This design comes from an exercise in tuning for small area, a short achievable clock period and few clock cycles per item on the open sky130 flow, not from production work. RTL that was checked went through simulation tests only; none was proved equivalent to the original. No activity file was given, so power comes from the tool's default toggle rates.

Design popcount256, start of the top module:
module popcount256 (
  input  logic         clk_i,
  input  logic         rst_ni,
  input  logic         valid_i,
  input  logic [255:0] data_i,
  output logic         valid_o,
  output logic [8:0]   popcount_o
);
clock: 9.5 ns
lec_check: 0
cap_margin: 20
core_margin: 2
core_utilization: 55
place_density: 0.8
slew_margin: 20
synth_hierarchical: 1
buffer_ports_args: -buffer_cell sky130_fd_sc_hd__buf_1
cts_args: -sink_clustering_enable -repair_clock_nets -dont_use_dummy_load -buf_list sky130_fd_sc_hd__clkbuf_8
standard.sh (not shown) runs the stock make flow with config.mk's settings and CLKGATE_MAP_FILE= SYNTH_SCRIPT=/design/flow/synth_recipe.tcl, a recipe that flattens the netlist after the stock synthesis.
==> flow/flow/run.sh <==
#!/bin/bash
# Own layout flow: the standard ORFS flow (standard.sh, standard synthesis
# unchanged), with sky130 buf_1 cells as the port buffers and a clock tree
# built without dummy balancing loads. Each tool's output is in the ORFS logs
# (orfs/logs/...); make's own output goes to standard.log.
set -euo pipefail
cat >> config.mk <<'EOF2'
export BUFFER_PORTS_ARGS = -buffer_cell sky130_fd_sc_hd__buf_1
export CTS_ARGS = -sink_clustering_enable -repair_clock_nets -dont_use_dummy_load -buf_list sky130_fd_sc_hd__clkbuf_8
EOF2
bash standard.sh finish > standard.log 2>&1
Testbench counts at the start, summed over its fixed seeds: cycles 16,024, items 16,000.
Edit:
--- a/flow/flow/run.sh
+++ b/flow/flow/run.sh
@@ -8,3 +8,3 @@
 export BUFFER_PORTS_ARGS = -buffer_cell sky130_fd_sc_hd__buf_1
-export CTS_ARGS = -sink_clustering_enable -repair_clock_nets -dont_use_dummy_load -buf_list sky130_fd_sc_hd__clkbuf_8
+export CTS_ARGS = -sink_clustering_enable -repair_clock_nets -dont_use_dummy_load -buf_list sky130_fd_sc_hd__clkbuf_8 -sink_clustering_size 30 -sink_clustering_max_diameter 100 -sink_clustering_levels 1
 EOF2
- CTS_ARGS: -sink_clustering_enable -repair_clock_nets -dont_use_dummy_load -buf_list sky130_fd_sc_hd__clkbuf_8 -> -sink_clustering_enable -repair_clock_nets -dont_use_dummy_load -buf_list sky130_fd_sc_hd__clkbuf_8 -sink_clustering_size 30 -sink_clustering_max_diameter 100 -sink_clustering_levels 1
- PLACE_DENSITY: 0.8 -> unset
Die area is unchanged; total power came out lower by 1.3%; non-clock buffer count is unchanged; cell area stays the same; worst hold slack gets worse by 0.010 ns; flip-flop and latch count does not change; critical path depth stays the same; sequential share of layout area does not change.
Edit:
--- a/flow/flow/run.sh
+++ b/flow/flow/run.sh
@@ -8,3 +8,3 @@
 export BUFFER_PORTS_ARGS = -buffer_cell sky130_fd_sc_hd__buf_1
-export CTS_ARGS = -sink_clustering_enable -repair_clock_nets -dont_use_dummy_load -buf_list sky130_fd_sc_hd__clkbuf_8 -sink_clustering_size 30 -sink_clustering_max_diameter 100 -sink_clustering_levels 1
+export CTS_ARGS = -sink_clustering_enable -repair_clock_nets -dont_use_dummy_load -buf_list sky130_fd_sc_hd__clkbuf_8 -sink_clustering_levels 2 -sink_clustering_size 25
 EOF2
- CTS_ARGS: -sink_clustering_enable -repair_clock_nets -dont_use_dummy_load -buf_list sky130_fd_sc_hd__clkbuf_8 -sink_clustering_size 30 -sink_clustering_max_diameter 100 -sink_clustering_levels 1 -> -sink_clustering_enable -repair_clock_nets -dont_use_dummy_load -buf_list sky130_fd_sc_hd__clkbuf_8 -sink_clustering_levels 2 -sink_clustering_size 25
Effect: The changed run finished clean. Maximum frequency is unchanged. Hold slack stays the same. Final cell count stays the same. Sequential cell count does not change.

========
== P ==
popcount256, a different RTL version from the one above (not shown whole).
Size in the first run: roughly 170 flip-flops, about 0.0084 mm^2 of cells after synthesis.
export LEC_CHECK = 0
export CAP_MARGIN = 20
export CORE_MARGIN = 2
export CORE_UTILIZATION = 55
export SLEW_MARGIN = 20
export SYNTH_HIERARCHICAL = 1
export BUFFER_PORTS_ARGS = -buffer_cell sky130_fd_sc_hd__buf_1
export CTS_ARGS = -sink_clustering_enable -repair_clock_nets -dont_use_dummy_load -buf_list sky130_fd_sc_hd__clkbuf_8 -sink_clustering_size 20
create_clock -name core_clock -period 9.5 [get_ports {clk_i}]
==> flow/flow/run.sh <==
#!/bin/bash
# Own layout flow: the standard ORFS flow (standard.sh, standard synthesis
# unchanged), with sky130 buf_1 cells as the port buffers and a clock tree
# built without dummy balancing loads. Each tool's output is in the ORFS logs
# (orfs/logs/...); make's own output goes to standard.log.
set -euo pipefail
cat >> config.mk <<'EOF2'
export BUFFER_PORTS_ARGS = -buffer_cell sky130_fd_sc_hd__buf_1
export CTS_ARGS = -sink_clustering_enable -repair_clock_nets -dont_use_dummy_load -buf_list sky130_fd_sc_hd__clkbuf_8 -sink_clustering_size 20
EOF2
bash standard.sh finish > standard.log 2>&1
Testbench counts of P, summed over its fixed seeds: cycles 16,024, items 16,000.
Input changes introduced in Q (baseline for comparison: P):
Settings: swapping 55 for 68 in CORE_UTILIZATION.
Findings:
- Q reached the final stage; the timing, DRC and antenna checks on its layout passed.
- Relative to P, critical path depth has gone up in Q.
- Routed wire length in Q is 1.0% higher than in P
- On final critical delay including setup and external delays: between Q and P, it ends up lower for P.
- Internal power: Q and P compared, higher one is P
- Q vs P — setup slack on the worst flop-to-flop path rose 0.02 ns.
- On global-route wire length before repair, the higher figure sits with Q, not P.
> inputs changed (Q -> R)
Settings: changing CTS_ARGS from -sink_clustering_enable -repair_clock_nets -dont_use_dummy_load -buf_list sky130_fd_sc_hd__clkbuf_8 -sink_clustering_size 20 to -sink_clustering_enable -repair_clock_nets -dont_use_dummy_load -buf_list sky130_fd_sc_hd__clkbuf_8 -sink_clustering_size 40; changing CORE_UTILIZATION from 68 to 60.
diff --git a/flow/flow/run.sh b/flow/flow/run.sh
--- a/flow/flow/run.sh
+++ b/flow/flow/run.sh
@@ -7,5 +7,5 @@
 cat >> config.mk <<'EOF2'
 export BUFFER_PORTS_ARGS = -buffer_cell sky130_fd_sc_hd__buf_1
-export CTS_ARGS = -sink_clustering_enable -repair_clock_nets -dont_use_dummy_load -buf_list sky130_fd_sc_hd__clkbuf_8 -sink_clustering_size 20
+export CTS_ARGS = -sink_clustering_enable -repair_clock_nets -dont_use_dummy_load -buf_list sky130_fd_sc_hd__clkbuf_8 -sink_clustering_size 40
 EOF2
 bash standard.sh finish > standard.log 2>&1
[summary]
Changes observed in R relative to Q: cell area after layout increased 41 um^2; minimum clock period after layout decreased 0.018 ns; wire length of the first global-routing pass decreased 2.6%; worst max-slew margin expressed relative to the limit increased 1.8 points. Power share of the clock group: R vs Q — no meaningful difference. Between R and Q, the non-clock buffer contribution to total cell area does not differ in any meaningful way. In R the synthesis-to-finish area growth turned out 0.49 points higher than in Q. Area of the multi-input gates: R vs Q — no meaningful difference. Looking at routed wire length, R sits below Q. [compare] base=Q new=R: share of the final layout cell area in multi-input gates -0.22 points; via count -about 0.9%.
[inputs] S vs R
Settings: CTS_ARGS now -sink_clustering_enable -repair_clock_nets -dont_use_dummy_load , was -sink_clustering_enable -repair_clock_nets -dont_use_dummy_load -buf_list sky130_fd_sc_hd__clkbuf_8 -sink_clustering_size 40; CORE_UTILIZATION now 55, was 60.
diff --git a/flow/flow/run.sh b/flow/flow/run.sh
--- a/flow/flow/run.sh
+++ b/flow/flow/run.sh
@@ -7,5 +7,5 @@
 cat >> config.mk <<'EOF2'
 export BUFFER_PORTS_ARGS = -buffer_cell sky130_fd_sc_hd__buf_1
-export CTS_ARGS = -sink_clustering_enable -repair_clock_nets -dont_use_dummy_load -buf_list sky130_fd_sc_hd__clkbuf_8 -sink_clustering_size 40
+export CTS_ARGS = -sink_clustering_enable -repair_clock_nets -dont_use_dummy_load 
 EOF2
 bash standard.sh finish > standard.log 2>&1
No stage failed in S, and the final checks on the layout all came back clean. Note that the placeable core region recorded for S amounts to 1.09 times the value seen in R. R has lower final cell count than S. Minimum setup slack after placement (S over R): decrease, 0.0033 ns. There was hardly any difference in register-to-register slack between S and R.

========
== run A ==
RTL: one of the versions met above, not the one the previous note started from.
Size: roughly 430 cells after synthesis, about 270 I/O pins, roughly 0.0084 sq mm of cells after synthesis.
==> flow/config.mk <==
export PLATFORM = sky130hd
export DESIGN_NAME = popcount256
export DESIGN_NICKNAME = popcount256
export VERILOG_FILES = /design/flow/design.v
export SDC_FILE = /design/flow/constraint.sdc
export NUM_CORES = 4
export LEC_CHECK = 0
export CAP_MARGIN = 20
export CORE_MARGIN = 2
export CORE_UTILIZATION = 55
export SLEW_MARGIN = 20
export SYNTH_HIERARCHICAL = 1
export BUFFER_PORTS_ARGS = -buffer_cell sky130_fd_sc_hd__buf_1
export CTS_ARGS = -sink_clustering_enable -repair_clock_nets -dont_use_dummy_load -buf_list "sky130_fd_sc_hd__clkbuf_4 sky130_fd_sc_hd__clkbuf_8"
==> flow/constraint.sdc <==
create_clock -name core_clock -period 9.5 [get_ports {clk_i}]
set_input_delay 1.9000 -clock core_clock [delete_from_list [all_inputs] [get_ports {clk_i}]]
set_output_delay 1.9000 -clock core_clock [all_outputs]
set_load 0.01 [all_outputs]
==> flow/flow/run.sh <==
#!/bin/bash
# Own layout flow: the standard ORFS flow (standard.sh, standard synthesis
# unchanged), with sky130 buf_1 cells as the port buffers and a clock tree
# built without dummy balancing loads. Each tool's output is in the ORFS logs
# (orfs/logs/...); make's own output goes to standard.log.
set -euo pipefail
cat >> config.mk <<'EOF2'
export BUFFER_PORTS_ARGS = -buffer_cell sky130_fd_sc_hd__buf_1
export CTS_ARGS = -sink_clustering_enable -repair_clock_nets -dont_use_dummy_load -buf_list "sky130_fd_sc_hd__clkbuf_4 sky130_fd_sc_hd__clkbuf_8"
EOF2
bash standard.sh finish > standard.log 2>&1
Testbench counts of run A, summed over its fixed seeds: cycles 16,024, items 16,000.
Edits applied to the flow inputs when going from run A to run B:
Settings: CORE_UTILIZATION changed from 55 to 45; CTS_ARGS changed from -sink_clustering_enable -repair_clock_nets -dont_use_dummy_load -buf_list "sky130_fd_sc_hd__clkbuf_4 sky130_fd_sc_hd__clkbuf_8" to -sink_clustering_enable -repair_clock_nets -dont_use_dummy_load -buf_list sky130_fd_sc_hd__clkbuf_8; PLACE_DENSITY newly set to 0.9; GPL_ROUTABILITY_DRIVEN newly set to 0.
-- flow/flow/run.sh --
<<< run A, line 9
export CTS_ARGS = -sink_clustering_enable -repair_clock_nets -dont_use_dummy_load -buf_list "sky130_fd_sc_hd__clkbuf_4 sky130_fd_sc_hd__clkbuf_8"
>>> run B, line 9
export CTS_ARGS = -sink_clustering_enable -repair_clock_nets -dont_use_dummy_load -buf_list sky130_fd_sc_hd__clkbuf_8
Results
The global-route met1 utilization number comes out lower for run B vs run A. The higher final area of run A and run B is in run B. Run B -> run A: multi-input combinational cell count delta 0, exact match. On highest attainable clock frequency, run A loses to run B.
Modified inputs, run C compared to run B
Settings: GPL_ROUTABILITY_DRIVEN: 0 -> unset; PLACE_DENSITY: 0.9 -> unset; CORE_UTILIZATION: 45 -> 65.
==> comparison <==
Comparing run C and run B, the higher clock power share is on run C. Going from run B to run C, the total internal power was found to have gone down by about 1.5%. STATUS worst setup slack: run C loses against run B. Compared with run B, in run C worst-skew pair later-pin latency held, net load switching power shows a reduction of 5.4%. Looking only at wire length on met2, and setting everything else aside, the higher value of run C and run B goes to run B.

========
== maple ==
popcount256, a different RTL version from the one above (not shown whole).
Size in the first run: about 420 cells after synthesis, about 270 I/O pins, about 0.0083 mm² of cells after synthesis.
clock: 9.5 ns
lec_check: 0
cap_margin: 20
core_margin: 2
core_utilization: 40
slew_margin: 20
synth_hierarchical: 1
run.sh (not shown) runs the stock make flow with config.mk's settings and CLKGATE_MAP_FILE= SYNTH_SCRIPT=/design/flow/synth_recipe.tcl, a recipe that flattens the netlist after the stock synthesis.
Stock flow here: none of the scripts above is used.
For yarrow, these inputs were changed with respect to maple:
# maple
export LEC_CHECK = 0
export CAP_MARGIN = 20
export CORE_MARGIN = 2
export CORE_UTILIZATION = 40
export SLEW_MARGIN = 20
export SYNTH_HIERARCHICAL = 1
create_clock -name core_clock -period 9.5 [get_ports {clk_i}]
# yarrow
export LEC_CHECK = 0
export CAP_MARGIN = 20
export CORE_MARGIN = 2
export CORE_UTILIZATION = 65
export SLEW_MARGIN = 20
export SYNTH_HIERARCHICAL = 1
create_clock -name core_clock -period 9.5 [get_ports {clk_i}]
==> results.txt <==
Run status, yarrow: aborted in 4_1_cts, error DPL-0033. The die boundary height in yarrow is 0.79 times that in maple. The sum of net half-perimeters after detailed placement of yarrow exceeds that of maple by 2400 µm. maple -> yarrow: maximum number of buffers from clock root to sink delta 0, exact match. | post-synthesis simple-gate area fraction | maple vs yarrow | ≈ equal |. ~same clock net sink count in yarrow and maple. Number of rows created at floorplan (yarrow vs. maple) decreases by more than 10%. Diff maple -> yarrow: post-placement cell area moved down, final RePlAce weighted congestion grew by 9.7%, number of cells in the design after placement went down about 10%, initial cell density of the core higher.
#### Input delta (onyx over yarrow)
# yarrow
export LEC_CHECK = 0
export CAP_MARGIN = 20
export CORE_MARGIN = 2
export CORE_UTILIZATION = 65
export SLEW_MARGIN = 20
export SYNTH_HIERARCHICAL = 1
create_clock -name core_clock -period 9.5 [get_ports {clk_i}]
# onyx
export LEC_CHECK = 0
export CAP_MARGIN = 20
export CORE_MARGIN = 2
export CORE_UTILIZATION = 55
export CTS_BUF_LIST = sky130_fd_sc_hd__clkbuf_8
export CTS_CLUSTER_SIZE = 24
export SLEW_MARGIN = 20
export SYNTH_HIERARCHICAL = 1
create_clock -name core_clock -period 9.5 [get_ports {clk_i}]
### Flow results
- onyx completed; timing, DRC and antenna clean
- Going from yarrow to onyx, count of placed standard cells including taps went up, final weighted congestion in routability-driven placement -about 3%, effective utilization at floorplan -9.6 points, floorplan die height +about 8%, chip width went up.
- Against yarrow, half-perimeter wire length after placement in onyx fell by more than 10%.
> inputs changed (onyx -> quartz)
# onyx
export LEC_CHECK = 0
export CAP_MARGIN = 20
export CORE_MARGIN = 2
export CORE_UTILIZATION = 55
export CTS_BUF_LIST = sky130_fd_sc_hd__clkbuf_8
export CTS_CLUSTER_SIZE = 24
export SLEW_MARGIN = 20
export SYNTH_HIERARCHICAL = 1
create_clock -name core_clock -period 9.5 [get_ports {clk_i}]
# quartz
export LEC_CHECK = 0
export CAP_MARGIN = 20
export CORE_MARGIN = 2
export CORE_UTILIZATION = 50
export SLEW_MARGIN = 20
export SYNTH_HIERARCHICAL = 1
export BUFFER_PORTS_ARGS = -buffer_cell sky130_fd_sc_hd__buf_1
export CTS_ARGS = -sink_clustering_enable -repair_clock_nets -dont_use_dummy_load
create_clock -name core_clock -period 9.5 [get_ports {clk_i}]
==> flow/flow/run.sh (new file) <==
#!/bin/bash
# Own layout flow: the standard ORFS flow, with plain sky130 buf_1 cells
# as the port buffers and a clock tree without dummy balancing loads.
set -euo pipefail
cat >> config.mk <<'EOT'
export BUFFER_PORTS_ARGS = -buffer_cell sky130_fd_sc_hd__buf_1
export CTS_ARGS = -sink_clustering_enable -repair_clock_nets -dont_use_dummy_load
EOT
bash standard.sh finish > standard.log 2>&1
==> flow/standard.sh (new file) <==
#!/bin/bash
# synth_recipe.tcl (not shown) runs the flow's synth.tcl, then flattens the netlist and writes it again
# the make line also repeats each setting of config.mk as NAME=value (left out here)
make -C /OpenROAD-flow-scripts/flow DESIGN_CONFIG=/design/flow/config.mk WORK_HOME=/design/flow/orfs CLKGATE_MAP_FILE= SYNTH_SCRIPT=/design/flow/synth_recipe.tcl "${@:-finish}"
removed: flow/run.sh
==> results.txt <==
[compare] base=onyx new=quartz: design area has decreased; maximum clock frequency went up about 8%.
Reported for quartz and onyx, count of buffers not belonging to the clock network in the layout turned out identical to the last digit.
Looking at internal power across quartz and onyx, the one that comes out lower is quartz.
quartz does worse than onyx on first-iteration DRC count.
For the detailed placer's ending HPWL, quartz came in 7.3% lower than onyx did.
Compared with onyx, in quartz required arrival time at the worst endpoint went up by 2.18 ns; combinational power lower.
Function was not checked in any run of this note: the RTL went through the layout flow alone.

[static timing again, ports no longer ideal]
How much do the figures lean on ideal ports? The routed layouts below were timed once more, with nothing changed but the port constraints. Step 1: set_driving_cell puts a clkbuf_16 on clk_i and a buf_2 on each other input, an assumption about the parent block. Step 2, shift: input delay + t, output delay - t, t = (earliest + latest rising clock arrival at the registers) / 2. This alone moves slack from input paths to output paths. a / b / c = ideal ports / drivers / drivers and shift; a / b = the first two.
| run | t, ns | slack for setup (ns) | clock arrival spread, ns |
|---|---|---|---|
| the first run of note 1 | 0.470 | 6.701 / 6.660 / 6.315 | 0.015 / 0.016 |
| the second run of note 1 | 0.456 | 6.691 / 6.656 / 6.311 | 0.031 / 0.030 |
| the third run of note 1 | 0.456 | 6.691 / 6.656 / 6.311 | 0.031 / 0.030 |
| P | 0.484 | 6.661 / 6.622 / 6.212 | 0.033 / 0.033 |
| Q | 0.458 | 6.657 / 6.653 / 6.217 | 0.024 / 0.024 |
| R | 0.464 | 6.675 / 6.649 / 6.228 | 0.016 / 0.016 |
| S | 0.454 | 6.653 / 6.666 / 6.214 | 0.022 / 0.022 |
| run A | 0.456 | 6.691 / 6.656 / 6.311 | 0.031 / 0.030 |
| run B | 0.462 | 6.704 / 6.665 / 6.287 | 0.021 / 0.021 |
| run C | 0.462 | 6.640 / 6.630 / 6.190 | 0.019 / 0.019 |
| maple | 0.457 | 6.252 / 6.272 / 5.815 | 0.010 / 0.010 |
| onyx | 0.480 | 6.308 / 6.267 / 5.904 | 0.009 / 0.010 |
| quartz | 0.447 | 6.534 / 6.534 / 6.158 | 0.019 / 0.018 |
After both steps every run listed still meets setup and hold. The setup slack of run C, which loses most, moves by -0.010 ns with the drivers and by -0.450 ns with both steps.
